What follows belongs to an exercise in optimizing a design on an open flow for small area; a production flow would make more cautious choices. Function was checked by simulation only, so behaviour that the tests miss may differ from the original. No activity file was given, so power comes from the tool's default toggle rates.

## wip/xenon
==> flow/design.v (excerpt) <==
module smv16b(
	output	[15:0]	dout_inst,
	output	reg [15:0]	dout_avg,
	input 	[15:0]	din,
	input 	run,
	input	sysrst,
	input	clk
);
Size in the first run: ~520 cells after synthesis, ~51 I/O pins.
export LEC_CHECK = 0
export CAP_MARGIN = 20
export CORE_MARGIN = 2
export CORE_UTILIZATION = 75
export CTS_BUF_LIST = sky130_fd_sc_hd__clkbuf_8
export CTS_CLUSTER_DIAMETER = 60
export CTS_CLUSTER_SIZE = 19
export PLACE_DENSITY = 0.85
export SLEW_MARGIN = 20
create_clock -name core_clock -period 10.0 [get_ports {clk}]
standard.sh (not shown) runs the stock make flow with config.mk's settings and CLKGATE_MAP_FILE= SYNTH_SCRIPT=/design/flow/synth_recipe.tcl, a recipe that flattens the netlist after the stock synthesis.
==> flow/flow/run.sh <==
#!/bin/bash
# The standard ORFS layout (standard.sh) with two changes:
#  - synthesis maps the combinational logic with an area-oriented ABC script
#    (flow/abc_area.script) instead of ORFS's speed script; everything else
#    in synthesis (incl. -nofsm -noshare, flatten, rename) is unchanged, so the
#    registers are the standard synthesis's;
#  - the port buffers inserted by buffer_ports use the smallest buffer cell.
# Each tool's output goes to a log file in this folder.
set -euo pipefail
W=$(pwd)
# synthesis script: synth_recipe.tcl, sourcing a copy of ORFS's synth.tcl whose
# abc call uses our ABC script
sed 's#^  log_cmd abc {\*}\$abc_args#  set abc_args [lreplace $abc_args 1 1 '"$W"'/flow/abc_area.script]\n  log_cmd abc {*}$abc_args#' \
  "$FLOW_HOME/scripts/synth.tcl" > "$W/synth_area.tcl"
grep -q "flow/abc_area.script" "$W/synth_area.tcl"
sed "s#source \$::env(SCRIPTS_DIR)/synth.tcl#source $W/synth_area.tcl#" synth_recipe.tcl > "$W/synth_recipe_area.tcl"
grep -q "synth_area.tcl" "$W/synth_recipe_area.tcl"
sed "s#SYNTH_SCRIPT=[^ ]*#SYNTH_SCRIPT=$W/synth_recipe_area.tcl#" standard.sh > "$W/standard_area.sh"
grep -q "synth_recipe_area.tcl" "$W/standard_area.sh"
export BUFFER_PORTS_ARGS="-buffer_cell sky130_fd_sc_hd__buf_1"
export CTS_ARGS="-sink_clustering_enable -repair_clock_nets -dont_use_dummy_load -buf_list {sky130_fd_sc_hd__clkbuf_4 sky130_fd_sc_hd__clkbuf_8} -sink_clustering_buffer sky130_fd_sc_hd__clkbuf_8 -root_buf sky130_fd_sc_hd__clkbuf_4 -sink_clustering_size 19 -sink_clustering_max_diameter 60"
bash "$W/standard_area.sh" > "$W/flow_orfs.log" 2>&1
==> flow/flow/abc_area.script <==
strash
dch -f
amap
topo
dnsize
Relative to wip/xenon, the following input files were edited for wip/juniper:
# wip/xenon
export LEC_CHECK = 0
export CAP_MARGIN = 20
export CORE_MARGIN = 2
export CORE_UTILIZATION = 75
export CTS_BUF_LIST = sky130_fd_sc_hd__clkbuf_8
export CTS_CLUSTER_DIAMETER = 60
export CTS_CLUSTER_SIZE = 19
export PLACE_DENSITY = 0.85
export SLEW_MARGIN = 20
create_clock -name core_clock -period 10.0 [get_ports {clk}]
# wip/juniper
export LEC_CHECK = 0
export CAP_MARGIN = 20
export CORE_MARGIN = 2
export CORE_UTILIZATION = 70
export CTS_BUF_LIST = sky130_fd_sc_hd__clkbuf_8
export CTS_CLUSTER_DIAMETER = 60
export CTS_CLUSTER_SIZE = 19
export GPL_TIMING_DRIVEN = 0
export PLACE_DENSITY = 0.8
export SLEW_MARGIN = 20
create_clock -name core_clock -period 10.0 [get_ports {clk}]
Findings:
The width of the chip in wip/juniper was higher than what wip/xenon gave.
The clock latency reported for the late side of the worst-skew pair in wip/juniper sits 60 ps below the value recorded for wip/xenon.
Compared with wip/xenon, in wip/juniper power went down 1.6%; minimum clock period went up 290 ps; layout filler cell count went up 186.
wip/juniper vs wip/xenon — wire length dropped by more than 10%
On cell count, wip/juniper tracks wip/xenon almost exactly.
Between wip/xenon and wip/juniper, the difference in aggregate negative setup slack is negligible.
Setup changes, wip/juniper to wip/zinc
# wip/juniper
export LEC_CHECK = 0
export CAP_MARGIN = 20
export CORE_MARGIN = 2
export CORE_UTILIZATION = 70
export CTS_BUF_LIST = sky130_fd_sc_hd__clkbuf_8
export CTS_CLUSTER_DIAMETER = 60
export CTS_CLUSTER_SIZE = 19
export GPL_TIMING_DRIVEN = 0
export PLACE_DENSITY = 0.8
export SLEW_MARGIN = 20
create_clock -name core_clock -period 10.0 [get_ports {clk}]
# wip/zinc
export LEC_CHECK = 0
export CAP_MARGIN = 20
export CORE_MARGIN = 2
export CORE_UTILIZATION = 70
export CTS_BUF_LIST = sky130_fd_sc_hd__clkbuf_8
export CTS_CLUSTER_DIAMETER = 60
export CTS_CLUSTER_SIZE = 19
export PLACE_DENSITY = 0.8
export SLEW_MARGIN = 20
create_clock -name core_clock -period 10.0 [get_ports {clk}]
==> comparison <==
wip/zinc does better than wip/juniper on post-route worst setup slack. Power density over cell area: wip/juniper vs wip/zinc — no meaningful difference. Any difference in wire length between wip/zinc and wip/juniper is small enough to ignore. Against wip/juniper, wip/zinc comes in 5.7 MHz higher on maximum frequency.
--- input diff wip/zinc..wip/violet ---
# wip/zinc
export LEC_CHECK = 0
export CAP_MARGIN = 20
export CORE_MARGIN = 2
export CORE_UTILIZATION = 70
export CTS_BUF_LIST = sky130_fd_sc_hd__clkbuf_8
export CTS_CLUSTER_DIAMETER = 60
export CTS_CLUSTER_SIZE = 19
export PLACE_DENSITY = 0.8
export SLEW_MARGIN = 20
create_clock -name core_clock -period 10.0 [get_ports {clk}]
# wip/violet
export LEC_CHECK = 0
export CAP_MARGIN = 20
export CORE_MARGIN = 2
export CORE_UTILIZATION = 60
export CTS_BUF_LIST = sky130_fd_sc_hd__clkbuf_8
export CTS_CLUSTER_DIAMETER = 60
export CTS_CLUSTER_SIZE = 19
export PLACE_DENSITY = 0.7
export SLEW_MARGIN = 20
create_clock -name core_clock -period 10.0 [get_ports {clk}]
## What came out
Diff wip/zinc -> wip/violet | share of the core filled with cells | decrease of 11 points
On wire length: wip/violet sits below wip/zinc.
Between wip/violet and wip/zinc, the difference in worst setup slack is negligible.
wip/violet contains fewer vias than wip/zinc.
Cmp wip/violet vs wip/zinc: share of total power in combinational logic higher in wip/violet

-- separate check: timing with driven ports --
The results above use ideal ports. As a check the final layouts listed here were re-extracted and re-timed, cells and wires unchanged. Step 1 (the two cells are an assumption about what drives the block):
set clk [get_ports {clk}]
set_driving_cell -lib_cell sky130_fd_sc_hd__clkbuf_16 $clk
set_driving_cell -lib_cell sky130_fd_sc_hd__buf_2 [delete_from_list [all_inputs] $clk]
Step 2 moves the port delays by t, midway between the first and last clock arrival at a register: inputs arrive t later, outputs are due t later. That takes back most of the time a late clock gives input paths. Slacks: ideal ports / drivers / drivers and shift; pairs: ideal ports / drivers.
run	t, ns	setup WS [ns]	hold WS [ns]
wip/xenon	0.653	0.714 / 0.714 / 0.714	0.307 / 0.307 / 0.307
wip/juniper	0.626	0.424 / 0.424 / 0.424	0.326 / 0.326 / 0.326
wip/zinc	0.621	0.918 / 0.918 / 0.918	0.309 / 0.309 / 0.309
wip/violet	0.629	0.916 / 0.916 / 0.916	0.328 / 0.328 / 0.328
After both steps every run listed still meets setup and hold.
